Background: an optimization exercise with open tools, aiming at small area, a short achievable clock period and few clock cycles. Do not read the settings as production practice. In this exercise RTL edits were held to simulation tests only and were not proved equivalent to the original. Power figures rest on the tool's default switching activity, not on a simulated workload.

## design/flow/design.v

```verilog
module alu #(
    parameter INT_W  = 4,
    parameter FRAC_W = 6,
    parameter INST_W = 4,
    parameter DATA_W = INT_W + FRAC_W
)(
    input                     i_clk,
    input                     i_rst_n,
    input                     i_valid,
    input signed [DATA_W-1:0] i_data_a,
    input signed [DATA_W-1:0] i_data_b,
    input        [INST_W-1:0] i_inst,
    output                    o_valid,
    output       [DATA_W-1:0] o_data
);
wire signed [9:0] a = i_data_a;
wire signed [9:0] b = i_data_b;
wire s_mul  = (i_inst[3:1] == 3'b001);
wire s_add  = (i_inst[3:1] == 3'b000);
wire is_sub = (i_inst == 4'd1);
wire is_mac = (i_inst == 4'd3);
wire s_tanh = (i_inst == 4'd4);
wire s_cpop = (i_inst == 4'd8);
wire t_r1 = (a <= -10'sd96);
wire t_r2 = !t_r1 && (a <= -10'sd32);
wire t_r5 = (a > 10'sd96);
wire t_r4 = !t_r5 && (a > 10'sd32);
wire t_r3 = !(t_r1 || t_r2 || t_r4 || t_r5);
wire [9:0] tanh_x = t_r1 ? -10'sd64 : t_r2 ? -10'sd16 : t_r4 ? 10'sd16 : t_r5 ? 10'sd64 : 10'sd0;
reg [3:0] clz, ctz;
integer k;
always @(*) begin
    clz = 4'd10;
    for (k = 0; k < 10; k = k + 1) if (a[k]) clz = 9 - k;
    ctz = 4'd10;
    for (k = 9; k >= 0; k = k - 1) if (a[k]) ctz = k;
end
wire [1:0] cp0 = a[0] + a[1] + a[2];
wire [1:0] cp1 = a[3] + a[4] + a[5];
wire [1:0] cp2 = a[6] + a[7] + a[8];
wire [9:0] rol_1 = b[0] ? {a[8:0], a[9]} : a;
wire [9:0] rol_2 = b[1] ? {rol_1[7:0], rol_1[9:8]} : rol_1;
wire [9:0] rol_4 = b[2] ? {rol_2[5:0], rol_2[9:6]} : rol_2;
wire [9:0] rol   = b[3] ? {rol_4[1:0], rol_4[9:2]} : rol_4;
reg [9:0] x;
always @(*) begin
    case (i_inst)
        4'd0:    x = b;
        4'd1:    x = ~b;
        4'd4:    x = tanh_x;
        4'd5:    x = a | ~b;
        4'd6:    x = {6'd0, clz};
        4'd7:    x = {6'd0, ctz};
        4'd8:    x = {8'd0, cp2};
        4'd9:    x = rol;
        default: x = 10'd0;
    endcase
end
wire ts1 = ~(a[0] & b[9]) ^ (a[1] & b[8]);
wire tc2 = ~(a[0] & b[9]) & (a[1] & b[8]);
wire ts3 = 1'b1 ^ ~(a[1] & b[9]) ^ (a[2] & b[8]);
wire tc4 = (1'b1 & ~(a[1] & b[9])) | (1'b1 & (a[2] & b[8])) | (~(a[1] & b[9]) & (a[2] & b[8]));
wire ts5 = 1'b1 ^ (a[0] & b[5]);
wire tc6 = 1'b1 & (a[0] & b[5]);
wire ts7 = (a[0] & b[6]) ^ (a[1] & b[5]) ^ (a[2] & b[4]);
wire tc8 = ((a[0] & b[6]) & (a[1] & b[5])) | ((a[0] & b[6]) & (a[2] & b[4])) | ((a[1] & b[5]) & (a[2] & b[4]));
wire ts9 = (a[0] & b[7]) ^ (a[1] & b[6]) ^ (a[2] & b[5]);
wire tc10 = ((a[0] & b[7]) & (a[1] & b[6])) | ((a[0] & b[7]) & (a[2] & b[5])) | ((a[1] & b[6]) & (a[2] & b[5]));
wire ts11 = (a[3] & b[4]) ^ (a[4] & b[3]);
wire tc12 = (a[3] & b[4]) & (a[4] & b[3]);
wire ts13 = (a[0] & b[8]) ^ (a[1] & b[7]) ^ (a[2] & b[6]);
wire tc14 = ((a[0] & b[8]) & (a[1] & b[7])) | ((a[0] & b[8]) & (a[2] & b[6])) | ((a[1] & b[7]) & (a[2] & b[6]));
wire ts15 = (a[3] & b[5]) ^ (a[4] & b[4]) ^ (a[5] & b[3]);
wire tc16 = ((a[3] & b[5]) & (a[4] & b[4])) | ((a[3] & b[5]) & (a[5] & b[3])) | ((a[4] & b[4]) & (a[5] & b[3]));
wire ts17 = (a[6] & b[2]) ^ (a[7] & b[1]);
wire tc18 = (a[6] & b[2]) & (a[7] & b[1]);
wire ts19 = (a[2] & b[7]) ^ (a[3] & b[6]) ^ (a[4] & b[5]);
wire tc20 = ((a[2] & b[7]) & (a[3] & b[6])) | ((a[2] & b[7]) & (a[4] & b[5])) | ((a[3] & b[6]) & (a[4] & b[5]));
wire ts21 = (a[5] & b[4]) ^ (a[6] & b[3]) ^ (a[7] & b[2]);
wire tc22 = ((a[5] & b[4]) & (a[6] & b[3])) | ((a[5] & b[4]) & (a[7] & b[2])) | ((a[6] & b[3]) & (a[7] & b[2]));
wire ts23 = (a[8] & b[1]) ^ ~(a[9] & b[0]) ^ ts1;
wire tc24 = ((a[8] & b[1]) & ~(a[9] & b[0])) | ((a[8] & b[1]) & ts1) | (~(a[9] & b[0]) & ts1);
wire ts25 = (a[3] & b[7]) ^ (a[4] & b[6]) ^ (a[5] & b[5]);
wire tc26 = ((a[3] & b[7]) & (a[4] & b[6])) | ((a[3] & b[7]) & (a[5] & b[5])) | ((a[4] & b[6]) & (a[5] & b[5]));
wire ts27 = (a[6] & b[4]) ^ (a[7] & b[3]) ^ (a[8] & b[2]);
wire tc28 = ((a[6] & b[4]) & (a[7] & b[3])) | ((a[6] & b[4]) & (a[8] & b[2])) | ((a[7] & b[3]) & (a[8] & b[2]));
wire ts29 = ~(a[9] & b[1]) ^ tc2 ^ ts3;
wire tc30 = (~(a[9] & b[1]) & tc2) | (~(a[9] & b[1]) & ts3) | (tc2 & ts3);
wire ts31 = ~(a[2] & b[9]) ^ (a[3] & b[8]) ^ (a[4] & b[7]);
wire tc32 = (~(a[2] & b[9]) & (a[3] & b[8])) | (~(a[2] & b[9]) & (a[4] & b[7])) | ((a[3] & b[8]) & (a[4] & b[7]));
wire ts33 = (a[5] & b[6]) ^ (a[6] & b[5]) ^ (a[7] & b[4]);
wire tc34 = ((a[5] & b[6]) & (a[6] & b[5])) | ((a[5] & b[6]) & (a[7] & b[4])) | ((a[6] & b[5]) & (a[7] & b[4]));
wire ts35 = (a[8] & b[3]) ^ ~(a[9] & b[2]) ^ tc4;
wire tc36 = ((a[8] & b[3]) & ~(a[9] & b[2])) | ((a[8] & b[3]) & tc4) | (~(a[9] & b[2]) & tc4);
wire ts37 = ~(a[3] & b[9]) ^ (a[4] & b[8]) ^ (a[5] & b[7]);
wire tc38 = (~(a[3] & b[9]) & (a[4] & b[8])) | (~(a[3] & b[9]) & (a[5] & b[7])) | ((a[4] & b[8]) & (a[5] & b[7]));
wire ts39 = (a[6] & b[6]) ^ (a[7] & b[5]) ^ (a[8] & b[4]);
wire tc40 = ((a[6] & b[6]) & (a[7] & b[5])) | ((a[6] & b[6]) & (a[8] & b[4])) | ((a[7] & b[5]) & (a[8] & b[4]));
wire ts41 = ~(a[4] & b[9]) ^ (a[5] & b[8]) ^ (a[6] & b[7]);
wire tc42 = (~(a[4] & b[9]) & (a[5] & b[8])) | (~(a[4] & b[9]) & (a[6] & b[7])) | ((a[5] & b[8]) & (a[6] & b[7]));
wire ts43 = (a[0] & b[4]) ^ (a[1] & b[3]);
wire tc44 = (a[0] & b[4]) & (a[1] & b[3]);
wire ts45 = (a[1] & b[4]) ^ (a[2] & b[3]) ^ (a[3] & b[2]);
wire tc46 = ((a[1] & b[4]) & (a[2] & b[3])) | ((a[1] & b[4]) & (a[3] & b[2])) | ((a[2] & b[3]) & (a[3] & b[2]));
wire ts47 = (a[4] & b[1]) ^ (a[5] & b[0]);
wire tc48 = (a[4] & b[1]) & (a[5] & b[0]);
wire ts49 = (a[3] & b[3]) ^ (a[4] & b[2]) ^ (a[5] & b[1]);
wire tc50 = ((a[3] & b[3]) & (a[4] & b[2])) | ((a[3] & b[3]) & (a[5] & b[1])) | ((a[4] & b[2]) & (a[5] & b[1]));
wire ts51 = (a[6] & b[0]) ^ tc6 ^ ts7;
wire tc52 = ((a[6] & b[0]) & tc6) | ((a[6] & b[0]) & ts7) | (tc6 & ts7);
wire ts53 = (a[5] & b[2]) ^ (a[6] & b[1]) ^ (a[7] & b[0]);
wire tc54 = ((a[5] & b[2]) & (a[6] & b[1])) | ((a[5] & b[2]) & (a[7] & b[0])) | ((a[6] & b[1]) & (a[7] & b[0]));
wire ts55 = ts11 ^ tc8 ^ ts9;
wire tc56 = (ts11 & tc8) | (ts11 & ts9) | (tc8 & ts9);
wire ts57 = (a[8] & b[0]) ^ tc12 ^ ts17;
wire tc58 = ((a[8] & b[0]) & tc12) | ((a[8] & b[0]) & ts17) | (tc12 & ts17);
wire ts59 = tc10 ^ ts13 ^ ts15;
wire tc60 = (tc10 & ts13) | (tc10 & ts15) | (ts13 & ts15);
wire ts61 = tc18 ^ tc14 ^ tc16;
wire tc62 = (tc18 & tc14) | (tc18 & tc16) | (tc14 & tc16);
wire ts63 = ts19 ^ ts21 ^ ts23;
wire tc64 = (ts19 & ts21) | (ts19 & ts23) | (ts21 & ts23);
wire ts65 = tc20 ^ tc22 ^ ts25;
wire tc66 = (tc20 & tc22) | (tc20 & ts25) | (tc22 & ts25);
wire ts67 = ts27 ^ tc24 ^ ts29;
wire tc68 = (ts27 & tc24) | (ts27 & ts29) | (tc24 & ts29);
wire ts69 = tc26 ^ tc28 ^ ts31;
wire tc70 = (tc26 & tc28) | (tc26 & ts31) | (tc28 & ts31);
wire ts71 = ts33 ^ tc30 ^ ts35;
wire tc72 = (ts33 & tc30) | (ts33 & ts35) | (tc30 & ts35);
wire ts73 = ~(a[9] & b[3]) ^ tc32 ^ tc34;
wire tc74 = (~(a[9] & b[3]) & tc32) | (~(a[9] & b[3]) & tc34) | (tc32 & tc34);
wire ts75 = ts37 ^ ts39 ^ tc36;
wire tc76 = (ts37 & ts39) | (ts37 & tc36) | (ts39 & tc36);
wire ts77 = (a[7] & b[6]) ^ (a[8] & b[5]) ^ ~(a[9] & b[4]);
wire tc78 = ((a[7] & b[6]) & (a[8] & b[5])) | ((a[7] & b[6]) & ~(a[9] & b[4])) | ((a[8] & b[5]) & ~(a[9] & b[4]));
wire ts79 = tc38 ^ tc40 ^ ts41;
wire tc80 = (tc38 & tc40) | (tc38 & ts41) | (tc40 & ts41);
wire ts81 = ~(a[5] & b[9]) ^ (a[6] & b[8]) ^ (a[7] & b[7]);
wire tc82 = (~(a[5] & b[9]) & (a[6] & b[8])) | (~(a[5] & b[9]) & (a[7] & b[7])) | ((a[6] & b[8]) & (a[7] & b[7]));
wire ts83 = (a[8] & b[6]) ^ ~(a[9] & b[5]) ^ tc42;
wire tc84 = ((a[8] & b[6]) & ~(a[9] & b[5])) | ((a[8] & b[6]) & tc42) | (~(a[9] & b[5]) & tc42);
wire ts85 = 1'b1 ^ ~(a[6] & b[9]) ^ (a[7] & b[8]);
wire tc86 = (1'b1 & ~(a[6] & b[9])) | (1'b1 & (a[7] & b[8])) | (~(a[6] & b[9]) & (a[7] & b[8]));
wire ts87 = (a[8] & b[7]) ^ ~(a[9] & b[6]);
wire tc88 = (a[8] & b[7]) & ~(a[9] & b[6]);
wire ts89 = 1'b1 ^ ~(a[7] & b[9]) ^ (a[8] & b[8]);
wire tc90 = (1'b1 & ~(a[7] & b[9])) | (1'b1 & (a[8] & b[8])) | (~(a[7] & b[9]) & (a[8] & b[8]));
wire ts91 = (a[0] & b[3]) ^ (a[1] & b[2]);
wire tc92 = (a[0] & b[3]) & (a[1] & b[2]);
wire ts93 = (a[2] & b[2]) ^ (a[3] & b[1]) ^ (a[4] & b[0]);
wire tc94 = ((a[2] & b[2]) & (a[3] & b[1])) | ((a[2] & b[2]) & (a[4] & b[0])) | ((a[3] & b[1]) & (a[4] & b[0]));
wire ts95 = tc44 ^ ts5 ^ ts47;
wire tc96 = (tc44 & ts5) | (tc44 & ts47) | (ts5 & ts47);
wire ts97 = tc48 ^ tc46 ^ ts49;
wire tc98 = (tc48 & tc46) | (tc48 & ts49) | (tc46 & ts49);
wire ts99 = tc50 ^ ts53 ^ tc52;
wire tc100 = (tc50 & ts53) | (tc50 & tc52) | (ts53 & tc52);
wire ts101 = tc54 ^ ts57 ^ tc56;
wire tc102 = (tc54 & ts57) | (tc54 & tc56) | (ts57 & tc56);
wire ts103 = tc58 ^ tc60 ^ ts61;
wire tc104 = (tc58 & tc60) | (tc58 & ts61) | (tc60 & ts61);
wire ts105 = tc62 ^ ts65 ^ tc64;
wire tc106 = (tc62 & ts65) | (tc62 & tc64) | (ts65 & tc64);
wire ts107 = tc66 ^ ts69 ^ ts71;
wire tc108 = (tc66 & ts69) | (tc66 & ts71) | (ts69 & ts71);
wire ts109 = tc70 ^ ts73 ^ tc72;
wire tc110 = (tc70 & ts73) | (tc70 & tc72) | (ts73 & tc72);
wire ts111 = ts77 ^ tc74 ^ ts79;
wire tc112 = (ts77 & tc74) | (ts77 & ts79) | (tc74 & ts79);
wire ts113 = tc78 ^ ts81 ^ tc80;
wire tc114 = (tc78 & ts81) | (tc78 & tc80) | (ts81 & tc80);
wire ts115 = ts87 ^ tc82 ^ ts85;
wire tc116 = (ts87 & tc82) | (ts87 & ts85) | (tc82 & ts85);
wire ts117 = ~(a[9] & b[7]) ^ tc88 ^ tc86;
wire tc118 = (~(a[9] & b[7]) & tc88) | (~(a[9] & b[7]) & tc86) | (tc88 & tc86);
wire ts119 = 1'b1 ^ ~(a[8] & b[9]) ^ ~(a[9] & b[8]);
wire tc120 = (1'b1 & ~(a[8] & b[9])) | (1'b1 & ~(a[9] & b[8])) | (~(a[8] & b[9]) & ~(a[9] & b[8]));
wire ts121 = (a[0] & b[2]) ^ (a[1] & b[1]);
wire tc122 = (a[0] & b[2]) & (a[1] & b[1]);
wire ts123 = (a[2] & b[1]) ^ (a[3] & b[0]) ^ ts91;
wire tc124 = ((a[2] & b[1]) & (a[3] & b[0])) | ((a[2] & b[1]) & ts91) | ((a[3] & b[0]) & ts91);
wire ts125 = tc92 ^ ts43 ^ ts93;
wire tc126 = (tc92 & ts43) | (tc92 & ts93) | (ts43 & ts93);
wire ts127 = tc94 ^ ts45 ^ ts95;
wire tc128 = (tc94 & ts45) | (tc94 & ts95) | (ts45 & ts95);
wire ts129 = tc96 ^ ts51 ^ ts97;
wire tc130 = (tc96 & ts51) | (tc96 & ts97) | (ts51 & ts97);
wire ts131 = tc98 ^ ts55 ^ ts99;
wire tc132 = (tc98 & ts55) | (tc98 & ts99) | (ts55 & ts99);
wire ts133 = ts59 ^ tc100 ^ ts101;
wire tc134 = (ts59 & tc100) | (ts59 & ts101) | (tc100 & ts101);
wire ts135 = ts63 ^ tc102 ^ ts103;
wire tc136 = (ts63 & tc102) | (ts63 & ts103) | (tc102 & ts103);
wire ts137 = tc104 ^ ts67 ^ ts105;
wire tc138 = (tc104 & ts67) | (tc104 & ts105) | (ts67 & ts105);
wire ts139 = tc68 ^ tc106 ^ ts107;
wire tc140 = (tc68 & tc106) | (tc68 & ts107) | (tc106 & ts107);
wire ts141 = ts75 ^ ts109 ^ tc108;
wire tc142 = (ts75 & ts109) | (ts75 & tc108) | (ts109 & tc108);
wire ts143 = tc76 ^ ts111 ^ tc110;
wire tc144 = (tc76 & ts111) | (tc76 & tc110) | (ts111 & tc110);
wire ts145 = ts83 ^ ts113 ^ tc112;
wire tc146 = (ts83 & ts113) | (ts83 & tc112) | (ts113 & tc112);
wire ts147 = tc84 ^ ts115 ^ tc114;
wire tc148 = (tc84 & ts115) | (tc84 & tc114) | (ts115 & tc114);
wire ts149 = ts89 ^ tc116 ^ ts117;
wire tc150 = (ts89 & tc116) | (ts89 & ts117) | (tc116 & ts117);
wire ts151 = tc90 ^ ts119 ^ tc118;
wire tc152 = (tc90 & ts119) | (tc90 & tc118) | (ts119 & tc118);
wire ts153 = 1'b1 ^ (a[9] & b[9]) ^ tc120;
wire tc154 = (1'b1 & (a[9] & b[9])) | (1'b1 & tc120) | ((a[9] & b[9]) & tc120);
wire [19:0] row0 = {tc154, tc152, tc150, tc148, tc146, tc144, tc142, tc140, tc138, tc136, tc134, tc132, tc130, tc128, tc126, tc124, tc122, (a[2] & b[0]), (a[0] & b[1]), (a[0] & b[0])};
wire [19:0] row1 = {1'b0, ts153, ts151, ts149, ts147, ts145, ts143, ts141, ts139, ts137, ts135, ts133, ts131, ts129, ts127, ts125, ts123, ts121, (a[1] & b[0]), 1'b0};
wire [6:0] lo = row0[5:0] + row1[5:0];
wire s_a  = s_add | (s_tanh & t_r3);
wire s_ah = s_tanh & (t_r2 | t_r4);
wire [13:0] a_ext  = {4'b1111, ~a[9], a[8:0]};
wire [13:0] ah_ext = {4'b1111, ~a[9], a[9:1]};
wire        s_none = !(s_mul | s_a | s_ah);
wire [13:0] p = ({14{s_mul}} & row0[19:6]) | ({14{s_a}} & a_ext) | ({14{s_ah}} & ah_ext)
              | ({14{s_none}} & {5'b11111, 7'd0, cp0 & {2{s_cpop}}});
wire [13:0] q = ({14{s_mul}} & row1[19:6]) | ({14{s_cpop}} & {12'd0, cp1});
wire        c = s_mul ? lo[6] : (is_sub | (s_ah & a[0]) | (s_cpop & a[9]));
reg        o_valid_r;
reg  [9:0] x_r;
reg [13:0] p_r, q_r;
reg        c_r;
always @(posedge i_clk or negedge i_rst_n) begin
    if (!i_rst_n) begin
        o_valid_r <= 1'b0;
        x_r       <= 10'd0;
    end else begin
        o_valid_r <= i_valid;
        if (i_valid && !is_mac) x_r <= x;
        else if (o_valid_r)     x_r <= o_data;
    end
end
always @(posedge i_clk) begin
    p_r <= p;
    q_r <= q;
    c_r <= c;
end
wire [13:0] xrow = {4'b0000, ~x_r[9], x_r[8:0]};
wire [13:0] xs = p_r ^ q_r ^ xrow;
wire [13:0] xc = (p_r & q_r) | (p_r & xrow) | (q_r & xrow);
wire [14:0] sum = {xs, 1'b1} + {xc[12:0], 1'b0, c_r};
wire [13:0] S = sum[14:1];
wire        ovf = ~(&S[13:9] | ~|S[13:9]);
assign o_valid = o_valid_r;
assign o_data  = ovf ? {S[13], {9{~S[13]}}} : S[9:0];
endmodule
```

## design/flow/flow/run.sh

```bash
#!/bin/bash
# The standard layout, except that the input and output ports are buffered
# with buf_2 cells (buffer_ports otherwise picks a slow delay buffer).
set -euo pipefail
bash standard.sh "BUFFER_PORTS_ARGS=-buffer_cell sky130_fd_sc_hd__buf_2" finish > standard_flow.log 2>&1
```

## design/flow/standard.sh

```bash
#!/bin/bash
# synth_recipe.tcl (not shown) runs the flow's synth.tcl, then flattens the netlist and writes it again
# the make line also repeats each setting of config.mk as NAME=value (left out here)
make -C /OpenROAD-flow-scripts/flow DESIGN_CONFIG=/design/flow/config.mk WORK_HOME=/design/flow/orfs CLKGATE_MAP_FILE= SYNTH_SCRIPT=/design/flow/synth_recipe.tcl "${@:-finish}"
```

## design/flow/config.mk

```make
export PLATFORM = sky130hd
export DESIGN_NAME = alu
export DESIGN_NICKNAME = alu
export VERILOG_FILES = /design/flow/design.v
export SDC_FILE = /design/flow/constraint.sdc
export NUM_CORES = 4
export LEC_CHECK = 0
export ABC_AREA = 1
export CAP_MARGIN = 20
export CORE_MARGIN = 2
export CORE_UTILIZATION = 40
export CTS_BUF_LIST = sky130_fd_sc_hd__clkbuf_4 sky130_fd_sc_hd__clkbuf_8
export SETUP_SLACK_MARGIN = 4.3
export SLEW_MARGIN = 20
```

## design/flow/constraint.sdc

```tcl
create_clock -name core_clock -period 9.0 [get_ports {i_clk}]
set_input_delay 1.8000 -clock core_clock [delete_from_list [all_inputs] [get_ports {i_clk}]]
set_output_delay 1.8000 -clock core_clock [all_outputs]
set_load 0.01 [all_outputs]
```

==> results of run 1 <==
-- worst reg2reg max path: cells and delay by family (launching register included) --
family,cells,cell delay [ns]
AO/OA/AOI/OAI,1,0.06
adder cells (fa/ha/maj),2,0.87
buffers and inverters,2,0.20
flip-flops,1,0.43
AND/OR/NAND/NOR,11,1.15
-- cells in the mapped netlist --
cell type | n | area [um^2]
o2111ai_1 | 4 | 35.03
nand3b_1 | 2 | 15.01
o21ai_1 | 3 | 15.01
inv_2 | 4 | 15.01
clkbuf_1 | 23 | 86.33
buf_1 | 3 | 11.26
xnor2_1 | 3 | 26.28
a22o_1 | 1 | 8.760
fa_1 | 76 | 1521
o21ai_0 | 24 | 120.1
nand3_1 | 66 | 330.3
nand2_1 | 268 | 1006
dfxtp_1 | 28 | 560.5
dfrtp_1 | 11 | 275.3
nor3_1 | 6 | 30.03
nor2_2 | 2 | 12.51
nand4_1 | 9 | 56.30
o22ai_1 | 1 | 6.260
ha_1 | 33 | 412.9
nand2_4 | 1 | 11.26
nor3_2 | 1 | 10.01
a21oi_2 | 7 | 61.31
o2bb2ai_1 | 1 | 8.760
nor4_1 | 1 | 6.260
mux2i_1 | 1 | 10.01
nand2_2 | 7 | 43.79
o221ai_1 | 7 | 61.31
inv_1 | 181 | 679.4
a21oi_1 | 34 | 170.2
xor2_1 | 6 | 52.55
a31oi_1 | 1 | 6.260
clkinv_1 | 2 | 7.510
buf_2 | 9 | 45.04
nor2_1 | 57 | 214.0
o211ai_1 | 12 | 90.09
-- registers in the layout, summed over array words and instances (netlist names) --
signal,count
c_r,1
q_r,13
x_r,10
o_valid_r,1
p_r,14
-- logic make-up (layout without fill, tap and decap cells) --
family          count (synthesis)  after routing  synth area share (%)
fa+ha+maj                     109            109                 32.12
mux                             1              1                0.1662
buf+inv                       222            242                 14.02
compound gates                 95             95                 9.682
simple gates                  420            422                 28.82
flops                          39             39                 13.88
xor+xnor                        9              9                 1.309
-- what timing repair did --
action | 4_1_cts | 5_1_grt
gates cloned | 0 | 2
resized for setup | 1 | 70
pin swaps | 0 | 35
setup endpoints to repair | 9 | 9
setup buffers | 0 | 9
-- routing by layer --
layer  GRT usage [%]  share of wire, %
met5               0             0.062
met4           5.818               2.1
met3           2.615               5.4
met2           35.61                45
met1           32.44                47
-- stage by stage --
step / instances / util, % / power [W] / setup WS [ns] / area (um^2)
3_3_place_gp: 1082 / 43.04 / 0.0009656 / 4.400 / 6302
6_report: 1101 / 46.42 / 0.001364 / 4.339 / 6798
4_1_cts: 1090 / 43.82 / 0.001127 / 4.319 / 6417
5_1_grt: 1101 / 46.42 / 0.001491 / 4.231 / 6798
2_1_floorplan: 895 / - / 0.0007673 / 4.453 / 6022
3_5_place_dp: 1082 / 43.04 / 0.0009727 / 4.375 / 6302
-- path summary, 6_finish.rpt --
path	cells past startpoint	slack [ns]	endpoint
min in group asynchronous	1	1.37	x_r[2]
max in group asynchronous	1	7.41	x_r[8]
min	2	0.56	x_r[2]
min reg2reg	2	0.56	x_r[2]
max reg2reg	16	6.17	x_r[6]
max	14	4.34	o_data[2]
-- area by class of cell --
class | instances | area share (%)
sequential | 39 | 12.31
multi-input combinational | 636 | 67.96
inverter | 187 | 10.40
timing repair buffer | 47 | 4.289
tap | 184 | 3.387
clock buffer | 5 | 1.012
clock inverter | 3 | 0.6442
-- cell usage in the layout, fill, tap and decap left out, types with 7 or more instances in the layout --
master / n
a21oi_2: 9
buf_2: 32
nand4_1: 9
nand2_4: 8
ha_1: 23
o211ai_1: 12
buf_4: 10
o21ai_0: 24
nor2_1: 52
fa_1: 76
nand2_1: 242
ha_4: 10
nand2_2: 28
a21oi_1: 32
dfxtp_1: 27
nand3_1: 63
dfrtp_1: 11
o221ai_1: 7
inv_1: 178
-- power by group through the flow --
| stage | Sequential (W) | Clock (W) | Combinational, W |
|---|---|---|---|
| 4_1_cts | 0.000229 | 0.000154 | 0.000744 |
| 3_5_place_dp | 0.000233 | 0 | 0.000740 |
| 3_3_place_gp | 0.000233 | 0 | 0.000732 |
| 6_report | 0.000227 | 0.000151 | 0.000986 |
| 5_1_grt | 0.000231 | 0.000163 | 0.00110 |
| 2_1_floorplan | 0.000227 | 0 | 0.000541 |
==> summary.md, run 1 <==
| Metric | Value |
|---|---|
| Status | `complete, no violations` |
| Final Hold Viols | `0` |
| Max-cap viol count | `0` |
| # IOs | `38` |
| Reg clk slew, reported paths | `about 0.09 ns` |
| Slowest cell on the critical path | `fa_1` |
| Clock latency on the worst-skew pair | `approximately 0.29 ns` |
| Post-Route WL | `about 18 mm` |
| Final min period | `4.661 ns` |
| Sequential Power Share | `approximately 17%` |
| Antenna cells | `0` |
| Initial antenna violation count | `1` |
| Comb pwr share | `between 70% and 80%` |
| Hold WC Path Type | `register to register` |
| Critical Path RT | `7.20 ns` |
| Detail Route Antenna Nets | `0` |
| CP most frequent cell | `nand2_2` |
| Die H | `about 130 um` |
| Synth-to-Final Area Change | `12.88%` |
| Worst setup path start | `x_r[7]` |
| CTS Buffer Depth | `2` |
| Worst path max stage delay | `roughly 0.52 ns` |
| Vias in the first global route | `roughly 5,400` |
| Width of the die | `approximately 130 um` |
| Total Neg Setup Slack | `0 ns` |
| Port buffer count | `37` |
| Worst Max-Slew Pin Slew | `slightly below 0.8 ns` |
| Sw Share | `between 40% and 50%` |
| Core area | `14,640 um^2` |
| RSZ-0062 raised after global routing | `yes` |
| Hold WS | `0.5567 ns` |
| Setup CP Type | `register to primary output` |
| H-tree depth | `2` |
| Peak supply drop | `around 0.10 mV` |
| Power density over cell area | `200.7 nW/um^2` |
| YS warnings | `1` |
| Site Rows | `44` |
| Max FO, Critical Path | `5` |
| Max Slew Vio Count | `0` |
| Die area | `16,050 um^2` |
| Bufs and invs on worst path | `2` |
| Routed vias | `between 5,000 and 6,000` |
| Seq cells post-synth | `39` |
| CP startpoint kind | `register` |
| Post-Syn Nets | `1,031` |
| CP delay by family, top | `simple AND/OR/NAND/NOR gates` |
| Worst hold start | `x_r[2]` |
| FILL cells | `1,502` |
| Synth cell types | `35` |
| Critical R2R Launch | `x_r[7]` |
| Crit path capture type | `primary output` |
| CTS Buf Count | `5` |
| Initial drt markers | `roughly 420` |
| Crit-path cells | `fa_1 -> ha_4 -> nand2_4 -> inv_2 -> nand2_1 -> nor2_1 -> nand2_2 -> nand3_2 -> nand2_2 -> nand2_2 -> nand4_1 -> nand2_4 -> nand2_2 -> buf_6` |
| Largest net degree at the start of global routing | `25` |
| Worst relative slew slack | `47.04%` |
| Switching power | `0.0006576 W` |
| Cells after Synth | `895` |
| Clk sink count | `39` |
| Synthesized area | `around 6000 um^2` |
| Syn_area_per_cell | `between 6 and 7 um^2` |
| Multi-input gate area | `~4600 um^2` |
| Wire per inst | `roughly 16 um` |
| Register area share after synthesis | `about 14%` |
| RePlAce Congestion | `0.9019` |
| Nets | `around 1,100` |
| Final HPWL DP | `between 10 and 15 mm` |
| Power Internal | `0.0007065 W` |
| LEAKAGE | `3.682 nW` |
| Layout cells sized above 1 | `between 10% and 20%` |
| Setup Viol. Count Final | `0` |
| First-pass GRT wire length | `28.59 mm` |
| Starting Density | `a little over 40%` |
| Hold-fix buffers, CTS | `0` |
| Gr ovfl total | `0` |
| Drt pass-1 iters | `5` |
| CTS tree | `yes` |
| Clock share of power | `11.1%` |
| Endpoint arrival time on the critical path | `roughly 2.9 ns` |
| Post-route clock skew | `just over 0.007 ns` |
| DRC violations left | `0` |
| Max Freq | `~0.21 GHz` |
| Final cycle utilization of the critical path | `between 50% and 60%` |
| Tot GR Track Use | `~22%` |
| Sequential cell area | `approximately 840 um^2` |
| Clock root buffer | `clkbuf_8` |
| Vias/cell | `just over 5` |
Testbench counts, summed over its fixed seeds: cycles 24,000.
==> inputs of run 2 (changes only) <==
--- a/design/flow/config.mk
+++ b/design/flow/config.mk
@@ -9,6 +9,5 @@
 export CAP_MARGIN = 20
 export CORE_MARGIN = 2
 export CORE_UTILIZATION = 40
-export CTS_BUF_LIST = sky130_fd_sc_hd__clkbuf_4 sky130_fd_sc_hd__clkbuf_8
 export SETUP_SLACK_MARGIN = 4.3
 export SLEW_MARGIN = 20
==> run 2 against run 1 <==
Effect of this change: still clean; sequential power about the same; critical path depth unchanged; critical path type unchanged; synthesized area unchanged; sequential cell count unchanged; first-iteration DRC count increased by 0.71%; utilization decreased by 0.94 points; highest routed layer unchanged; total power decreased by 6.0%; die area unchanged; critical endpoint is now o_data[8]; synthesized cell count unchanged; clock skew about the same.
==> summary.md, run 2 <==
| Metric | Value |
|---|---|
| Status | `complete, no violations` |
| Largest net degree at the start of global routing | `25` |
| Port buffer count | `37` |
| Clock root buffer | `clkbuf_16` |
| Die area | `16,050 um^2` |
| Post-synth top cells | `nand2_1, inv_1, fa_1, nand3_1, nor2_1` |
| Max reg flops | `14` |
| Initial drt markers | `approximately 430` |
| Tot GR Track Use | `roughly 22%` |
| Most common cell after layout, fill and taps aside | `nand2_1` |
| RSZ-0062 raised after global routing | `yes` |
| First-pass GRT wire length | `between 20 and 30 mm` |
| Ys flop type | `dfxtp_1` |
| Max Freq | `between 0.2 and 0.25 GHz` |
| Clk sink count | `39` |
| Peak supply drop | `between 0.09 and 0.1 mV` |
| Biggest register | `p_r` |
| Routed vias | `5,624` |
| Critical Path RT | `between 7 and 8 ns` |
| Synth cell types | `35` |
| Synth-to-Final Area Change | `10.60%` |
| Max FO, Critical Path | `5` |
| Crit path capture type | `primary output` |
| Detail Route Antenna Nets | `0` |
| Placed insts | `1,082` |
| Hold-fix buffers, CTS | `0` |
| Worst Max-Slew Pin Slew | `just under 0.8 ns` |
| Nets | `1,045` |
| Largest regs | `p_r: 14 flops, q_r: 13 flops, x_r: 10 flops` |
| Final Hold Viols | `0` |
| Clock latency on the worst-skew pair | `between 0.2 and 0.3 ns` |
| R2r setup slk | `6.33 ns` |
| RePlAce Congestion | `about 0.90` |
| CTS tree | `yes` |
| Total Neg Setup Slack | `0 ns` |
| Core area | `between 10,000 and 15,000 um^2` |
| Post-synth EDFFs | `0` |
| Power Total | `0.001283 W` |
| CP startpoint kind | `register` |
| Most common cell in the netlist | `nand2_1` |
| Endpoint arrival time on the critical path | `between 2 and 3 ns` |
| Final HPWL DP | `~14 mm` |
| Finished Layout Cells | `~1,100` |
| Post-route clock skew | `approximately 0.007 ns` |
| Antenna cells | `0` |
| Setup slack at placement | `around 4.4 ns` |
| Post-synth top area share | `between 20% and 30%` |
| Vias/cell | `around 5` |
| CTS Buffer Depth | `2` |
| Reg clk slew, reported paths | `~0.060 ns` |
| Cells after Synth | `895` |
| Final min period | `around 4.5 ns` |
| Final worst setup slack | `around 4.5 ns` |
| Most frequent cells in the layout | `nand2_1, inv_1, fa_1` |
| H-tree depth | `2` |
| LEAKAGE | `around 3.7 nW` |
| Width of the die | `~130 um` |
| Gr ovfl total | `0` |
| Register area share after synthesis | `between 10% and 20%` |
| Power density over cell area | `192.6 nW/um^2` |
| Area leader, netlist | `fa_1` |
| Starting Density | `between 40% and 50%` |
| Worst relative slew slack | `47.13%` |
| Initial antenna violation count | `1` |
| Die H | `around 130 um` |
| Seq cells post-synth | `39` |
| Final cycle utilization of the critical path | `roughly 50%` |
| Post-Syn Nets | `about 1,000` |
| Post-synth ARST share | `between 20% and 30%` |
| Max-cap viol count | `0` |
| Drt pass-1 iters | `5` |
| # IOs | `38` |
| Wire per inst | `approximately 16 um` |
| YS warnings | `1` |
| Syn_area_per_cell | `between 6 and 7 um^2` |
| Area contributors post-synth | `fa_1, nand2_1, inv_1, dfxtp_1, ha_1` |
| Setup Viol. Count Final | `0` |
| Setup CP Type | `register to primary output` |
| Hold WC Path Type | `register to register` |
| CTS Buf Count | `5` |
| Layout cells sized above 1 | `between 10% and 20%` |
| Max Slew Vio Count | `0` |
| Post-Route WL | `approximately 17 mm` |
| Synthesized area | `approximately 6000 um^2` |
| DRC violations left | `0` |
| Vias in the first global route | `around 5,400` |
| Site Rows | `44` |
==> run 2: cell counts after synthesis <==
No cell type changed its count.
==> run 2: worst max-delay path, stage by stage, from the launching register on <==
cell	delay, ns
dfrtp_1	0.41
fa_1	0.59
ha_4	0.23
nand2_1	0.06
nand2_1	0.07
a21oi_2	0.20
nand3_1	0.10
nand2_1	0.06
nand2_1	0.07
nor2_1	0.14
nand2_2	0.11
nand2_4	0.11
nand2_1	0.05
nand2_1	0.10
buf_2	0.14
==> run 2: cell type report <==
class,count,area (um^2)
inverter,187,704.4
timing repair buffer,41,215.2
clock buffer,6,150.1
sequential,39,835.8
tap,184,230.2
clock inverter,2,13.76
multi-input combinational,635,4511
fill,1519,7984
==> run 2: power breakdown <==
| part | internal (W) | total [W] | switching [W] |
|---|---|---|---|
| logic | 0.000345 | 0.000861 | 0.000516 |
| registers | 0.000205 | 0.000229 | 0.0000241 |
| clock network | 0.000120 | 0.000193 | 0.0000737 |
==> run 2: metal layers <==
metal	global-route usage, %	vias up	wire length [um]
met3	2.615	38	1052
met4	5.818	2	382
met1	32.36	2616	8083
li1	-	2777	-
met2	35.87	191	7809
met5	0	-	11
==> run 2: final timing paths <==
path,from,endpoint,cells after the start
setup / recovery,x_r[6],o_data[8],14
hold / removal,x_r[3],x_r[3],2
max in group asynchronous,i_rst_n,x_r[8],1
min in group asynchronous,i_rst_n,x_r[2],1
setup reg to reg,x_r[6],x_r[8],15
hold reg to reg,x_r[3],x_r[3],2
==> run 2: cell families (layout without fill, tap and decap cells) <==
logic type / count (synthesis) / in the layout / share of synthesized area (%)
xor gates and xnor gates: 9 / 9 / 1.309
muxes: 1 / 1 / 0.1662
buffers and inverters: 222 / 236 / 14.02
and+or+nand+nor: 420 / 421 / 28.82
AOI/OAI and AO/OA: 95 / 95 / 9.682
adders and majority gates: 109 / 109 / 32.12
DFF: 39 / 39 / 13.88
==> run 2: stage by stage <==
stage               hold WS, ns  utilization (%)  cell area (um^2)
floorplan                0.5324                -              6022
CTS                      0.5698            44.17              6469
finish                   0.5519            45.48              6660
global route             0.5994            45.48              6660
detailed placement       0.5562            43.04              6302
global placement         0.5505            43.04              6302
==> run 2: what timing repair did <==
| item | in CTS | in global routing |
|---|---|---|
| endpoints found under the setup margin | 3 | 9 |
| gates cloned | 0 | 1 |
| setup buffers | 0 | 3 |
| resized for setup | 1 | 32 |
| pin swaps | 0 | 8 |
==> inputs of run 3 (changes only) <==
--- a/design/flow/config.mk
+++ b/design/flow/config.mk
@@ -9,5 +9,6 @@
 export CAP_MARGIN = 20
 export CORE_MARGIN = 2
 export CORE_UTILIZATION = 40
+export CTS_BUF_LIST = sky130_fd_sc_hd__clkbuf_8
 export SETUP_SLACK_MARGIN = 4.3
 export SLEW_MARGIN = 20
==> run 3 against run 2 <==
Effect of this change: still clean on timing, DRC and antenna; clock-buffer cell count shrank 1; global-route usage about the same; cell area grew 2.1%; wire length is 1.8% higher; via count is 0.39% higher; worst hold slack improved by 0.0048 ns; non-clock buffer count is 6 higher; register-to-register slack got worse by 0.16 ns; largest cell class unchanged.
==> summary.md, run 3 <==
| Metric | Value |
|---|---|
| Area leader, netlist | `fa_1` |
| Most common cell in the netlist | `nand2_1` |
| Final min period | `4.661 ns` |
| Endpoint arrival time on the critical path | `about 2.9 ns` |
| Most common cell after layout, fill and taps aside | `nand2_1` |
| # IOs | `38` |
| CP startpoint kind | `register` |
| CTS Buf Count | `5` |
| FILL cells | `~1,500` |
| Status | `complete, no violations` |
| Bufs and invs on worst path | `2` |
| Drt pass-1 iters | `5` |
| Setup CP Type | `register to primary output` |
| Nets | `between 1,000 and 1,500` |
| Most frequent cells in the layout | `nand2_1, inv_1, fa_1` |
| CTS tree | `yes` |
| Post-synth top area share | `about 25%` |
| Die H | `126.7 um` |
| Final Hold Viols | `0` |
| Critical R2R Launch | `x_r[7]` |
| Tot GR Track Use | `between 20% and 30%` |
| Synth cell types | `35` |
| Vias in the first global route | `5,392` |
| DRC violations left | `0` |
| Layout cells sized above 1 | `around 14%` |
| Clock root buffer | `clkbuf_8` |
| Hold Path End | `x_r[2]` |
| Post-synth EDFFs | `0` |
| Max Freq | `0.2146 GHz` |
| Crit-path cells | `fa_1 -> ha_4 -> nand2_4 -> inv_2 -> nand2_1 -> nor2_1 -> nand2_2 -> nand3_2 -> nand2_2 -> nand2_2 -> nand4_1 -> nand2_4 -> nand2_2 -> buf_6` |
| Setup Viol. Count Final | `0` |
| Site Rows | `44` |
| RSZ-0062 raised after global routing | `yes` |
| Post-synth top cells | `nand2_1, inv_1, fa_1, nand3_1, nor2_1` |
| Power Total | `between 0.001 and 0.0015 W` |
| Power density over cell area | `between 200 and 250 nW/um^2` |
| Routed vias | `~5,600` |
| Slowest cell on the critical path | `fa_1` |
| Clk sink count | `39` |
| Max FO, Critical Path | `5` |
| Initial drt markers | `~420` |
| Hold path depth | `2` |
| Width of the die | `between 100 and 150 um` |
| Post-Layout Inst Area | `roughly 6800 um^2` |
| Post-Syn Nets | `just over 1,000` |
| FF-to-FF End | `x_r[6]` |
| RePlAce Congestion | `0.9019` |
| Post-synth ARST share | `between 20% and 30%` |
| Worst relative slew slack | `~47%` |
| R2R depth | `16` |
| Antenna cells | `0` |
| YS warnings | `1` |
| Cells after Synth | `895` |
| Synth-to-Final Area Change | `12.88%` |
| Largest net degree at the start of global routing | `25` |
| Initial antenna violation count | `1` |
| Gr ovfl total | `0` |
| Max Slew Vio Count | `0` |
| Reg clk slew, reported paths | `about 0.090 ns` |
| Final cycle utilization of the critical path | `51.78%` |
| Crit path capture type | `primary output` |
| CTS Buffer Depth | `2` |
| Core area | `about 15,000 um^2` |
| Setup slack at placement | `4.375 ns` |
| Final worst setup slack | `roughly 4.3 ns` |
| Hold WC Path Type | `register to register` |
| Port buffer count | `37` |
| Syn_area_per_cell | `6.729 um^2` |
| Die area | `around 16,000 um^2` |
| CP most frequent cell | `nand2_2` |
| Synthesized area | `roughly 6000 um^2` |
| Worst hold start | `x_r[2]` |
| LEAKAGE | `approximately 3.7 nW` |
| Peak supply drop | `between 0.1 and 0.15 mV` |
| H-tree depth | `2` |
| Starting Density | `around 41%` |
| Post-Route WL | `between 15 and 20 mm` |
| Post-DP Area | `6302 um^2` |
| Seq cells post-synth | `39` |
| Register area share after synthesis | `~14%` |
| Worst Max-Slew Pin Slew | `between 0.7 and 0.8 ns` |
| Max reg flops | `14` |
| Largest regs | `p_r: 14 flops, q_r: 13 flops, x_r: 10 flops` |
| Final HPWL DP | `~14 mm` |
| Post-route clock skew | `about 0.0071 ns` |
| Max-cap viol count | `0` |
| Critical Path RT | `7.20 ns` |
| CP delay by family, top | `simple AND/OR/NAND/NOR gates` |
| R2r setup slk | `roughly 6.2 ns` |
| Area contributors post-synth | `fa_1, nand2_1, inv_1, dfxtp_1, ha_1` |
| First-pass GRT wire length | `28.59 mm` |
| Hold-fix buffers, CTS | `0` |
| Worst path max stage delay | `roughly 0.52 ns` |
| Clock latency on the worst-skew pair | `between 0.2 and 0.3 ns` |
| Wire per inst | `16.03 um` |
| Ys flop type | `dfxtp_1` |
| Vias/cell | `5.128` |
| Total Neg Setup Slack | `0 ns` |
| Detail Route Antenna Nets | `0` |
| Biggest register | `p_r` |
## run 3: report_power, final
part | total (W) | switching [W] | internal [W]
logic | 0.000986 | 0.000567 | 0.000419
clock network | 0.000151 | 0.0000682 | 0.0000827
registers | 0.000227 | 0.0000227 | 0.000205
## run 3: how the worst max path moves through the flow
stage | from | to | slack (ns) | depth (start not counted)
2_1_floorplan | i_data_b[3] | q_r[4] | 4.45 | 10
3_3_place_gp | i_inst[2] | x_r[3] | 4.40 | 10
3_5_place_dp | i_inst[2] | x_r[7] | 4.37 | 10
4_1_cts | x_r[7] | o_data[8] | 4.32 | 15
5_1_grt | x_r[7] | o_data[0] | 4.23 | 14
6_report | x_r[7] | o_data[2] | 4.34 | 14
## run 3: logic make-up (layout without fill, tap and decap cells)
| kind of cell | Yosys count | after routing | share of synthesized area (%) |
|---|---|---|---|
| fa+ha+maj | 109 | 109 | 32.12 |
| compound gates | 95 | 95 | 9.682 |
| buf+inv | 222 | 242 | 14.02 |
| mux | 1 | 1 | 0.1662 |
| xor+xnor | 9 | 9 | 1.309 |
| simple gates | 420 | 422 | 28.82 |
| flops | 39 | 39 | 13.88 |
## run 3: cell type report
class / count / area (um^2) / area share [%]
clock inverters: 3 / 43.79 / 0.6442
well taps: 184 / 230.2 / 3.387
multi-input cells: 636 / 4619 / 67.96
repair buffers: 47 / 291.5 / 4.289
inverters: 187 / 706.9 / 10.40
flip-flops and latches: 39 / 837.1 / 12.31
clock buffers: 5 / 68.82 / 1.012
## run 3: routing by layer
| layer | vias to the layer above | track usage [%] | part of all wire (%) |
|---|---|---|---|
| li1 | 2786 | - | - |
| met2 | 188 | 35.61 | 45 |
| met1 | 2635 | 32.44 | 47 |
| met3 | 35 | 2.615 | 5.4 |
| met4 | 2 | 5.818 | 2.1 |
| met5 | - | 0 | 0.062 |
## run 3: repair_timing
item / 4_1_cts / 5_1_grt
gates resized for setup: 1 / 70
endpoints found under the setup margin: 9 / 9
pin swaps: 0 / 35
endpoints found under the hold margin: 0 / 0
buffers inserted: 0 / 9
gates cloned: 0 / 2
## run 3: stage by stage
stage          hold WS, ns  std cells  util (%)
3_5_place_dp        0.5562       1082     43.04
3_3_place_gp        0.5505       1082     43.04
4_1_cts             0.5750       1090     43.82
2_1_floorplan       0.5324        895         -
5_1_grt             0.5842       1101     46.42
6_report            0.5567       1101     46.42
## run 3: tightest hold or removal path, cell delays in order (launching register included)
cell and delay, ns:
dfrtp_1 0.37, nor2_1 0.06, a21oi_2 0.09
==> inputs of run 4 (changes only) <==
==> design/flow/flow/run.sh (replaced) <==
#!/bin/bash
# The standard layout with two changes:
#  - the input and output ports are buffered with buf_2 cells (buffer_ports
#    otherwise picks a slow delay buffer);
#  - synthesis is the standard one except for ABC's mapping: the logic from
#    the registers to o_data keeps ORFS's area script (abc_area.script), the
#    logic from the inputs to the registers, which has timing to spare, is
#    mapped for area only (abc_s1.script). flow/abc_split.tcl replaces the
#    single abc call of ORFS's synth.tcl.
set -euo pipefail
W=$PWD
awk -v blk="$W/flow/abc_split.tcl" '{
  if ($0 == "  log_cmd abc {*}$abc_args") { while ((getline l < blk) > 0) print l; close(blk) }
  else print
}' "$FLOW_HOME/scripts/synth.tcl" > synth_split.tcl
grep -q 'ABC_S1' synth_split.tcl
sed "s#source \$::env(SCRIPTS_DIR)/synth.tcl#source $W/synth_split.tcl#" synth_recipe.tcl > synth_top.tcl
grep -q 'synth_split.tcl' synth_top.tcl
bash standard.sh "BUFFER_PORTS_ARGS=-buffer_cell sky130_fd_sc_hd__buf_2" \
  "SYNTH_SCRIPT=$W/synth_top.tcl" \
  "ABC_S1=$W/flow/abc_s1.script" \
  "ABC_S2=$FLOW_HOME/scripts/abc_area.script" \
  finish > standard_flow.log 2>&1
==> design/flow/flow/abc_s1.script (new file) <==
strash
dch
map -a
topo
stime -c
buffer -c
upsize -c
dnsize -c
==> design/flow/flow/abc_split.tcl (new file) <==
  # Map the logic in the cone of the outputs (from the registers to o_data)
  # and the rest (from the inputs to the registers) with separate ABC scripts.
  set abc_rest [lrange $abc_args 2 end]
  select -set s2 o:o_data {%ci*:-sky130_fd_sc_hd__dfxtp_1[D,CLK]:-sky130_fd_sc_hd__dfrtp_1[D,CLK,RESET_B]}
  select -set s1 * @s2 %d
  log_cmd abc -script $::env(ABC_S1) {*}$abc_rest @s1
  log_cmd abc -script $::env(ABC_S2) {*}$abc_rest @s2
  select -clear
--- a/design/flow/config.mk
+++ b/design/flow/config.mk
@@ -9,6 +9,5 @@
 export CAP_MARGIN = 20
 export CORE_MARGIN = 2
 export CORE_UTILIZATION = 40
-export CTS_BUF_LIST = sky130_fd_sc_hd__clkbuf_8
 export SETUP_SLACK_MARGIN = 4.3
 export SLEW_MARGIN = 20
==> run 4 against run 3 <==
Effect of this change: clock skew up 0.0024 ns; combinational power decreased by 12%; non-clock buffer count up 9; sequential share of layout area up 0.052 points; via count fell by 1.4%; utilization rose by 0.44 points; clock power is 19% higher; worst setup slack gained 0.065 ns; clock-buffer cell count rose by 2; synthesized area down 2.4%; first-iteration DRC count is 8.0% higher.
==> summary.md, run 4 <==
| Metric | Value |
|---|---|
| Status | `complete, no violations` |
| Switching power | `0.0005839 W` |
| Core area | `14,420 um^2` |
| Fin util | `a little under half` |
| YS warnings | `1` |
| Worst Max-Slew Pin Slew | `0.6335 ns` |
| Post-synth ARST share | `28.21%` |
| Register area share after synthesis | `14.22%` |
| Wire per inst | `approximately 18 um` |
| Setup CP Type | `register to primary output` |
| Endpoint arrival time on the critical path | `2.80 ns` |
| Clock root buffer | `clkbuf_16` |
| Post-Syn Nets | `roughly 950` |
| Detail Route Antenna Nets | `0` |
| Comb pwr share | `68.5%` |
| Power density over cell area | `186.7 nW/um^2` |
| Biggest register | `p_r` |
| Final cycle utilization of the critical path | `slightly above 50%` |
| Final HPWL DP | `approximately 14 mm` |
| Area leader, netlist | `fa_1` |
| Post-route clock skew | `about 0.0095 ns` |
| CTS tree | `yes` |
| Most common cell in the netlist | `nand2_1` |
| Seq cells post-synth | `39` |
| Total Neg Setup Slack | `0 ns` |
| Hold WC Path Type | `register to register` |
| Initial drt markers | `between 400 and 500` |
| Crit path capture type | `primary output` |
| Synthesized area | `~5900 um^2` |
| Layout cells sized above 1 | `18.45%` |
| CP startpoint kind | `register` |
| Post-synth top area share | `between 20% and 30%` |
| RePlAce Congestion | `slightly above 0.9` |
| Tot GR Track Use | `23.74%` |
| Power Internal | `0.0006777 W` |
| CTS Buf Count | `5` |
| Die H | `between 100 and 150 um` |
| Hold-fix buffers, CTS | `0` |
| Power Total | `0.001262 W` |
| Max FO, Critical Path | `5` |
| Nets | `a little under 1,000` |
| Post-Route WL | `18.77 mm` |
| Area contributors post-synth | `fa_1, nand2_1, dfxtp_1, inv_1, ha_1` |
| Placed insts | `between 1,000 and 1,500` |
| Drt pass-1 iters | `5` |
| CTS Buffer Depth | `2` |
| Max reg flops | `14` |
| Port buffer count | `37` |
| Most common cell after layout, fill and taps aside | `nand2_1` |
| Finished Layout Cells | `about 1,000` |
| FILL cells | `between 1,000 and 1,500` |
| Post-synth EDFFs | `0` |
| Width of the die | `roughly 130 um` |
| Vias in the first global route | `about 5,500` |
| Clock share of power | `14.2%` |
| Peak supply drop | `a little over 0.08 mV` |
| LEAKAGE | `3.196 nW` |
| Synth-to-Final Area Change | `14.99%` |
| Max Slew Vio Count | `0` |
| Setup Viol. Count Final | `0` |
| Clock latency on the worst-skew pair | `approximately 0.29 ns` |
| Synth cell types | `50` |
| Initial antenna violation count | `0` |
| Reg clk slew, reported paths | `roughly 0.060 ns` |
| Final Hold Viols | `0` |
| Largest net degree at the start of global routing | `22` |
| Antenna cells | `0` |
| Worst relative slew slack | `between 50 and 60%` |
| # IOs | `38` |
| Site Rows | `44` |
| Syn_area_per_cell | `7.239 um^2` |
| Sequential Power Share | `between 10% and 20%` |
| Hold WS | `between 0.5 and 0.6 ns` |
| Vias/cell | `approximately 5.4` |
| Gr ovfl total | `0` |
| DRC violations left | `0` |
| Cells after Synth | `812` |
| Most frequent cells in the layout | `nand2_1, inv_1, nor2_1` |
| Clk sink count | `39` |
| RSZ-0062 raised after global routing | `yes` |
| Sw Share | `46.28%` |
| Routed vias | `around 5,600` |
| Max Freq | `approximately 0.22 GHz` |
| Largest regs | `p_r: 14 flops, q_r: 13 flops, x_r: 10 flops` |
| H-tree depth | `2` |
| Die area | `15,680 um^2` |
| First-pass GRT wire length | `29.29 mm` |
| Post-synth top cells | `nand2_1, inv_1, nor2_1, fa_1, a21oi_1` |
| Ys flop type | `dfxtp_1` |
| Max-cap viol count | `0` |
| Starting Density | `approximately two fifths` |
| Final min period | `4.596 ns` |
| Critical Path RT | `7.20 ns` |
[run 4: changes by cell type after synthesis, moves of 4 or more]
cell and delta:
inv_2 +11, nand3_2 +5, nor2_1 +46, o211ai_1 -7, inv_1 -58, nand3_1 -55, a21oi_1 +4, o21ai_1 +20
nor3_1 +12, nand2_1 -82, buf_4 +5, clkbuf_1 -10, a21oi_2 -6, o21ai_0 +10
[run 4: routing by layer]
layer,track usage (%),vias to the layer above,wire [um]
met5,0,-,0
met4,8.627,0,574
met1,31.94,2650,8012
met3,4.493,42,1505
li1,-,2633,-
met2,38.30,243,8679
[run 4: path summary, 6_finish.rpt]
check / slack [ns] / to / cells after the start / start
hold / removal: 0.56 / x_r[5] / 2 / x_r[5]
setup / recovery: 4.40 / o_data[6] / 14 / x_r[2]
min in group asynchronous: 1.38 / x_r[3] / 1 / i_rst_n
hold reg to reg: 0.56 / x_r[5] / 2 / x_r[5]
setup reg to reg: 6.06 / x_r[7] / 16 / x_r[2]
max in group asynchronous: 7.40 / x_r[7] / 1 / i_rst_n
[run 4: metrics by stage]
stage                     worst slack, ns  cell area, um^2
final                               4.404             6759
after global routing                4.266             6759
after CTS                           4.340             6300
after detailed placement            4.147             6152
after global placement              4.204             6152
after floorplan                     4.498             5878
[run 4: area by class of cell]
class | count | area [um^2] | share of cell area [%]
Multi-Input combinational cell | 606 | 4626 | 68.44
Sequential cell | 39 | 835.8 | 12.37
Inverter | 141 | 546.8 | 8.090
Timing Repair Buffer | 56 | 367.9 | 5.442
Tap cell | 184 | 230.2 | 3.406
Clock buffer | 7 | 142.6 | 2.110
Clock inverter | 1 | 5.005 | 0.07405
Timing Repair inverter | 1 | 5.005 | 0.07405
[run 4: logic make-up after synthesis]
family / share of synthesized area, %
AND/OR/NAND/NOR: 25.46
buffers and inverters: 11.45
AO/OA/AOI/OAI: 14.28
adder cells (fa/ha/maj): 32.91
flip-flops: 14.22
XOR/XNOR: 1.341
multiplexers: 0.3406
[run 4: what timing repair did]
item,CTS,global route
setup buffers,0,19
resized for setup,0,66
hold endpoints to repair,0,0
endpoints found under the setup margin,0,12
[run 4: power groups by stage]
| stage | sequential (W) | combinational (W) | clock (W) |
|---|---|---|---|
| 6_report | 0.000217 | 0.000865 | 0.000180 |
| 5_1_grt | 0.000221 | 0.000952 | 0.000190 |
| 4_1_cts | 0.000219 | 0.000657 | 0.000183 |
| 3_3_place_gp | 0.000222 | 0.000645 | 0 |
| 3_5_place_dp | 0.000222 | 0.000652 | 0 |
| 2_1_floorplan | 0.000216 | 0.000469 | 0 |
[run 4: worst max-delay path: stages (launching register included)]
cell     delay (ns)
dfrtp_1        0.40
fa_1           0.51
ha_4           0.33
nand2_4        0.07
nor2_2         0.10
nand2_1        0.06
nand2_2        0.10
nand2_2        0.07
nand3_1        0.06
nand2_1        0.06
nand2_2        0.09
nand4_1        0.22
nand2_4        0.24
nand2_4        0.06
buf_2          0.14
==> inputs of run 5 (changes only) <==
--- a/design/flow/config.mk
+++ b/design/flow/config.mk
@@ -9,5 +9,5 @@
 export CAP_MARGIN = 20
 export CORE_MARGIN = 2
 export CORE_UTILIZATION = 40
-export SETUP_SLACK_MARGIN = 4.3
+export SETUP_SLACK_MARGIN = 3.5
 export SLEW_MARGIN = 20
==> run 5 against run 4 <==
Effect of this change: cell count fell by 2.1%; highest routed layer unchanged; still clean; clock power barely moved; sequential cell count did not move.
==> summary.md, run 5 <==
| Metric | Value |
|---|---|
| Status | `complete, no violations` |
| Post-synth top area share | `25.88%` |
| Core area | `approximately 14,000 um^2` |
| Post-synth top cells | `nand2_1, inv_1, nor2_1, fa_1, a21oi_1` |
| Setup bufs post-CTS | `0` |
| Cells after Synth | `slightly above 800` |
| Post-synth EDFFs | `0` |
| Critical Path RT | `around 7.2 ns` |
| # IOs | `38` |
| Die area | `15,680 um^2` |
| CP delay by family, top | `simple AND/OR/NAND/NOR gates` |
| Vias in the first global route | `between 5,000 and 6,000` |
| Detail Route Antenna Nets | `0` |
| Biggest register | `p_r` |
| Hold-fix buffers, CTS | `0` |
| Hold path depth | `2` |
| Max Slew Vio Count | `0` |
| Largest regs | `p_r: 14 flops, q_r: 13 flops, x_r: 10 flops` |
| Main combinational cell family by area after synthesis | `adder cells` |
| Clock latency on the worst-skew pair | `0.29 ns` |
| Hold Path End | `x_r[5]` |
| CTS Buf Count | `5` |
| Nets | `just under 1,000` |
| Switching power | `0.0005012 W` |
| Setup CP Type | `register to primary output` |
| Ys flop type | `dfxtp_1` |
| FF-to-FF End | `x_r[7]` |
| Post-Syn Nets | `between 900 and 1,000` |
| Placed insts | `about 1,000` |
| Starting Density | `roughly two fifths` |
| Crit-path cells | `fa_1 -> inv_1 -> ha_1 -> nand2_1 -> nor2_1 -> nand3_1 -> nand4_1 -> nand2_1 -> nor2_1 -> nand2_1 -> nand2_4 -> nand2_1 -> nand2_1 -> buf_2` |
| Drt pass-1 iters | `5` |
| Area leader, netlist | `fa_1` |
| Worst path max stage delay | `around 0.54 ns` |
| Syn_area_per_cell | `just over 7 um^2` |
| CTS tree | `yes` |
| Worst hold start | `x_r[5]` |
| Final HPWL DP | `14.41 mm` |
| Final Hold Viols | `0` |
| Bufs and invs on worst path | `2` |
| Width of the die | `between 100 and 150 um` |
| Endpoint arrival time on the critical path | `between 2 and 3 ns` |
| Post-synthesis adder-cell area fraction | `approximately a third` |
| Initial drt markers | `439` |
| Synth cell types | `50` |
| Max reg flops | `14` |
| Most frequent cells in the layout | `nand2_1, inv_1, nor2_1` |
| Total Neg Setup Slack | `0 ns` |
| Die H | `roughly 130 um` |
| Most common cell in the netlist | `nand2_1` |
| CP most frequent cell | `nand2_1` |
| Gr ovfl total | `0` |
| Final cycle utilization of the critical path | `around half` |
| Sw Share | `47.55%` |
| H-tree depth | `2` |
| Post-synthesis compound-gate area fraction | `~14%` |
| Mux contribution to synthesized area | `0.3406%` |
| Crit path capture type | `primary output` |
| Wire per inst | `~18 um` |
| Setup Viol. Count Final | `0` |
| Final min period | `approximately 4.6 ns` |
| Power density over cell area | `167.3 nW/um^2` |
| Layout cells sized above 1 | `between 10 and 15%` |
| Post-synthesis simple-gate area fraction | `25.46%` |
| Tot GR Track Use | `a little under a quarter` |
| Max-cap viol count | `0` |
| Slowest cell on the critical path | `fa_1` |
| Synthesized area | `5878 um^2` |
| Reg clk slew, reported paths | `approximately 0.060 ns` |
| Power Internal | `approximately 0.00055 W` |
| Post-route clock skew | `roughly 0.0076 ns` |
| Register area share after synthesis | `about 14%` |
| Most common cell after layout, fill and taps aside | `nand2_1` |
| Post-CTS resize count | `0` |
| Peak supply drop | `~0.07 mV` |
| Post-synth ARST share | `28.21%` |
| CTS Buffer Depth | `2` |
| Hold WC Path Type | `register to register` |
| R2R depth | `14` |
| Worst Max-Slew Pin Slew | `about 0.63 ns` |
| Synth-to-Final Area Change | `7.173%` |
| Critical R2R Launch | `x_r[9]` |
| RSZ-0062 raised after global routing | `no` |
| Clock share of power | `17.0%` |
| Routed vias | `around 5,400` |
| Comb pwr share | `between 60 and 70%` |
| RePlAce Congestion | `0.9306` |
| R2r setup slk | `6.16 ns` |
| Area contributors post-synth | `fa_1, nand2_1, dfxtp_1, inv_1, ha_1` |
| Clk sink count | `39` |
| Final worst setup slack | `4.358 ns` |
| Site Rows | `44` |
| First-pass GRT wire length | `29.29 mm` |
| Vias/cell | `5.332` |
| Initial antenna violation count | `0` |
| Synth Area in XOR/XNOR | `1.341%` |
| Max FO, Critical Path | `9` |
| Max Freq | `approximately 0.22 GHz` |
| Finished Layout Cells | `~1,000` |
| Worst relative slew slack | `between 50% and 60%` |
| YS warnings | `1` |
| Antenna cells | `0` |
| Seq cells post-synth | `39` |
| Clock root buffer | `clkbuf_16` |
| CP startpoint kind | `register` |
| Post-Route WL | `around 18 mm` |
| Sequential Power Share | `approximately a fifth` |
| Setup slack at placement | `roughly 4.1 ns` |
| DRC violations left | `0` |
| Largest net degree at the start of global routing | `22` |
| Port buffer count | `37` |
| LEAKAGE | `3.087 nW` |
| Fin util | `a little over two fifths` |
## run 5: final cells by class
type | instances | area (um^2)
Clock buffer | 7 | 142.6
Multi-Input combinational cell | 604 | 4369
Inverter | 141 | 531.8
Tap cell | 184 | 230.2
Clock inverter | 1 | 5.005
Sequential cell | 39 | 835.8
Timing Repair Buffer | 37 | 185.2
Fill cell | 1537 | 8124
## run 5: worst max path at each step
stage / startpoint / depth (start not counted) / slack, ns / endpoint
CTS: x_r[9] / 14 / 4.34 / o_data[1]
floorplan: i_data_a[5] / 10 / 4.50 / q_r[5]
finish: x_r[9] / 14 / 4.36 / o_data[8]
global route: x_r[9] / 15 / 4.09 / o_data[6]
detailed placement: i_data_a[1] / 12 / 4.15 / p_r[5]
global placement: i_data_b[1] / 13 / 4.20 / c_r
## run 5: per-stage QoR
stage | cell area [um^2] | power, W | hold slack (ns)
global route | 6300 | 0.001159 | 0.6247
floorplan | 5878 | 0.0006852 | 0.5418
CTS | 6300 | 0.001059 | 0.5870
global placement | 6152 | 0.0008670 | 0.5617
detailed placement | 6152 | 0.0008745 | 0.5741
finish | 6300 | 0.001054 | 0.5763
## run 5: logic make-up after synthesis
kind of cell             after synthesis
AO/OA/AOI/OAI                        134
multiplexers                           2
XOR/XNOR                               9
buffers and inverters                169
adder cells (fa/ha/maj)              109
AND/OR/NAND/NOR                      350
flip-flops                            39
## run 5: worst register-to-register path: stages, from the launching register on
cell and delay (ns):
dfrtp_1 0.41, fa_1 0.54, inv_1 0.04, ha_1 0.36, nand2_1 0.13, nor2_1 0.16, nand3_1 0.14, nand3_1 0.10
nand2_1 0.05, nand2_1 0.07, nand4_1 0.15, nand2_4 0.15, nand2_1 0.09, o21ai_0 0.23, a21oi_1 0.10
## run 5: layer usage
metal  global-route usage, %  vias to the layer above  part of all wire, %
li1                        -                     2591                    -
met1                   31.94                     2550                   44
met2                   38.30                      215                   45
met3                   4.493                       45                  7.5
met4                   8.627                        0                  3.4
met5                       0                        -                    0
## run 5: power groups by stage
stage | Combinational [W] | Sequential [W] | Clock, W
global placement | 0.000645 | 0.000222 | 0
global route | 0.000747 | 0.000222 | 0.000190
CTS | 0.000657 | 0.000219 | 0.000183
floorplan | 0.000469 | 0.000216 | 0
finish | 0.000657 | 0.000218 | 0.000179
detailed placement | 0.000652 | 0.000222 | 0
==> inputs of run 6 (changes only) <==
--- a/design/flow/config.mk
+++ b/design/flow/config.mk
@@ -9,5 +9,5 @@
 export CAP_MARGIN = 20
 export CORE_MARGIN = 2
 export CORE_UTILIZATION = 40
-export SETUP_SLACK_MARGIN = 3.5
+export SETUP_SLACK_MARGIN = 4.0
 export SLEW_MARGIN = 20
==> run 6 against run 5 <==
Effect of this change: via count stayed put; utilization did not move; worst setup slack did not move; non-clock buffer count did not move; cell area unchanged; register-to-register slack about the same; sequential power about the same; worst hold slack stayed put; synthesized area unchanged; global-route usage unchanged; wire length is the same; critical path type unchanged; critical endpoint unchanged; largest power group unchanged; highest routed layer unchanged.
==> summary.md, run 6 <==
| Metric | Value |
|---|---|
| Setup Viol. Count Final | `0` |
| Setup CP Type | `register to primary output` |
| Ys flop type | `dfxtp_1` |
| CTS tree | `yes` |
| Max reg flops | `14` |
| Largest net degree at the start of global routing | `22` |
| Cells after Synth | `slightly above 800` |
| Max-cap viol count | `0` |
| Final min period | `about 4.6 ns` |
| Detail Route Antenna Nets | `0` |
| Starting Density | `between 40% and 50%` |
| Wire per inst | `between 15 and 20 um` |
| YS warnings | `1` |
| Post-Layout Inst Area | `about 6300 um^2` |
| Post-Route WL | `between 15 and 20 mm` |
| # IOs | `38` |
| Power density over cell area | `between 150 and 200 nW/um^2` |
| Hold-fix buffers, CTS | `0` |
| Drt pass-1 iters | `5` |
| CP startpoint kind | `register` |
| Critical Path RT | `7.20 ns` |
| Die area | `roughly 16,000 um^2` |
| Port buffer count | `37` |
| Finished Layout Cells | `about 1,000` |
| RSZ-0062 raised after global routing | `no` |
| Post-synth top area share | `about a quarter` |
| Gr ovfl total | `0` |
| Routed vias | `around 5,400` |
| Post-Syn Nets | `around 950` |
| Area contributors post-synth | `fa_1, nand2_1, dfxtp_1, inv_1, ha_1` |
| RePlAce Congestion | `0.9306` |
| Max Slew Vio Count | `0` |
| Width of the die | `approximately 130 um` |
| Final worst setup slack | `around 4.4 ns` |
| Vias in the first global route | `between 5,000 and 6,000` |
| Initial drt markers | `approximately 440` |
| Most common cell in the netlist | `nand2_1` |
| Max Freq | `approximately 0.22 GHz` |
| Max FO, Critical Path | `9` |
| Site Rows | `44` |
| Total Neg Setup Slack | `0 ns` |
| CTS Buffer Depth | `2` |
| Setup slack at placement | `4.147 ns` |
| Post-DP Area | `6152 um^2` |
| Final HPWL DP | `roughly 14 mm` |
| First-pass GRT wire length | `between 20 and 30 mm` |
| Post-synth ARST share | `approximately 28%` |
| Layout cells sized above 1 | `10.98%` |
| DRC violations left | `0` |
| Final cycle utilization of the critical path | `around half` |
| Setup bufs post-CTS | `0` |
| Reg clk slew, reported paths | `about 0.060 ns` |
| Synth-to-Final Area Change | `7.173%` |
| Post-CTS resize count | `0` |
| Status | `complete, no violations` |
| CTS Buf Count | `5` |
| Vias/cell | `5.332` |
| Crit path capture type | `primary output` |
| Hold WS | `0.5763 ns` |
| Antenna cells | `0` |
| Peak supply drop | `around 0.071 mV` |
| LEAKAGE | `just over 3 nW` |
| Tot GR Track Use | `23.74%` |
| Worst Max-Slew Pin Slew | `roughly 0.63 ns` |
| Die H | `around 130 um` |
| Seq cells post-synth | `39` |
| Area leader, netlist | `fa_1` |
| H-tree depth | `2` |
| Post-route clock skew | `around 0.0076 ns` |
| Initial antenna violation count | `0` |
| Post-synth top cells | `nand2_1, inv_1, nor2_1, fa_1, a21oi_1` |
==> run 6: cell counts after synthesis <==
No cell type changed its count.
==> run 6: cell type report <==
type                    count  area [um^2]
clock buffers               7        142.6
clock inverters             1        5.005
fillers                  1537         8124
inverters                 141        531.8
multi-input cells         604         4369
flip-flops and latches     39        835.8
well taps                 184        230.2
repair buffers             37        185.2
==> run 6: final timing paths <==
check	to	slack [ns]	depth (start not counted)	startpoint
min in group asynchronous	x_r[3]	1.38	1	i_rst_n
worst max register to register	x_r[7]	6.16	14	x_r[9]
max in group asynchronous	x_r[7]	7.40	1	i_rst_n
worst min-delay path	x_r[5]	0.58	2	x_r[5]
worst max-delay path	o_data[8]	4.36	14	x_r[9]
worst min register to register	x_r[5]	0.58	2	x_r[5]
==> run 6: cell families (layout without fill, tap and decap cells) <==
family,count (synthesis),count (layout),synth area share [%]
AND/OR/NAND/NOR,350,350,25.46
flip-flops,39,39,14.22
multiplexers,2,2,0.3406
adder cells (fa/ha/maj),109,109,32.91
AO/OA/AOI/OAI,134,134,14.28
buffers and inverters,169,186,11.45
XOR/XNOR,9,9,1.341
==> run 6: per-stage QoR <==
stage	util, %	total power, W
final	43.68	0.001054
after global routing	43.68	0.001159
after CTS	43.68	0.001059
after detailed placement	42.65	0.0008745
after global placement	42.65	0.0008670
after floorplan	-	0.0006852
==> run 6: critical path, stage by stage (launching register included) <==
cell	delay [ns]
dfrtp_1	0.41
fa_1	0.54
inv_1	0.04
ha_1	0.36
nand2_1	0.13
nor2_1	0.16
nand3_1	0.14
nand4_1	0.10
nand2_1	0.07
nor2_1	0.10
nand2_1	0.09
nand2_4	0.12
nand2_1	0.06
nand2_1	0.10
buf_2	0.14
==> run 6: report_power, final <==
part / switching (W) / leakage (nW) / total, W / internal (W)
registers: 0.0000193 / 0.363 / 0.000218 / 0.000199
logic: 0.000413 / 2.65 / 0.000657 / 0.000244
clock network: 0.0000691 / 0.0739 / 0.000179 / 0.000110
total: 0.000501 / 3.09 / 0.00105 / 0.000553
==> run 6: layer usage <==
layer	up-vias	track usage, %	share of wire (%)
li1	2591	-	-
met1	2550	31.94	44
met2	215	38.30	45
met3	45	4.493	7.5
met4	0	8.627	3.4
met5	-	0	0
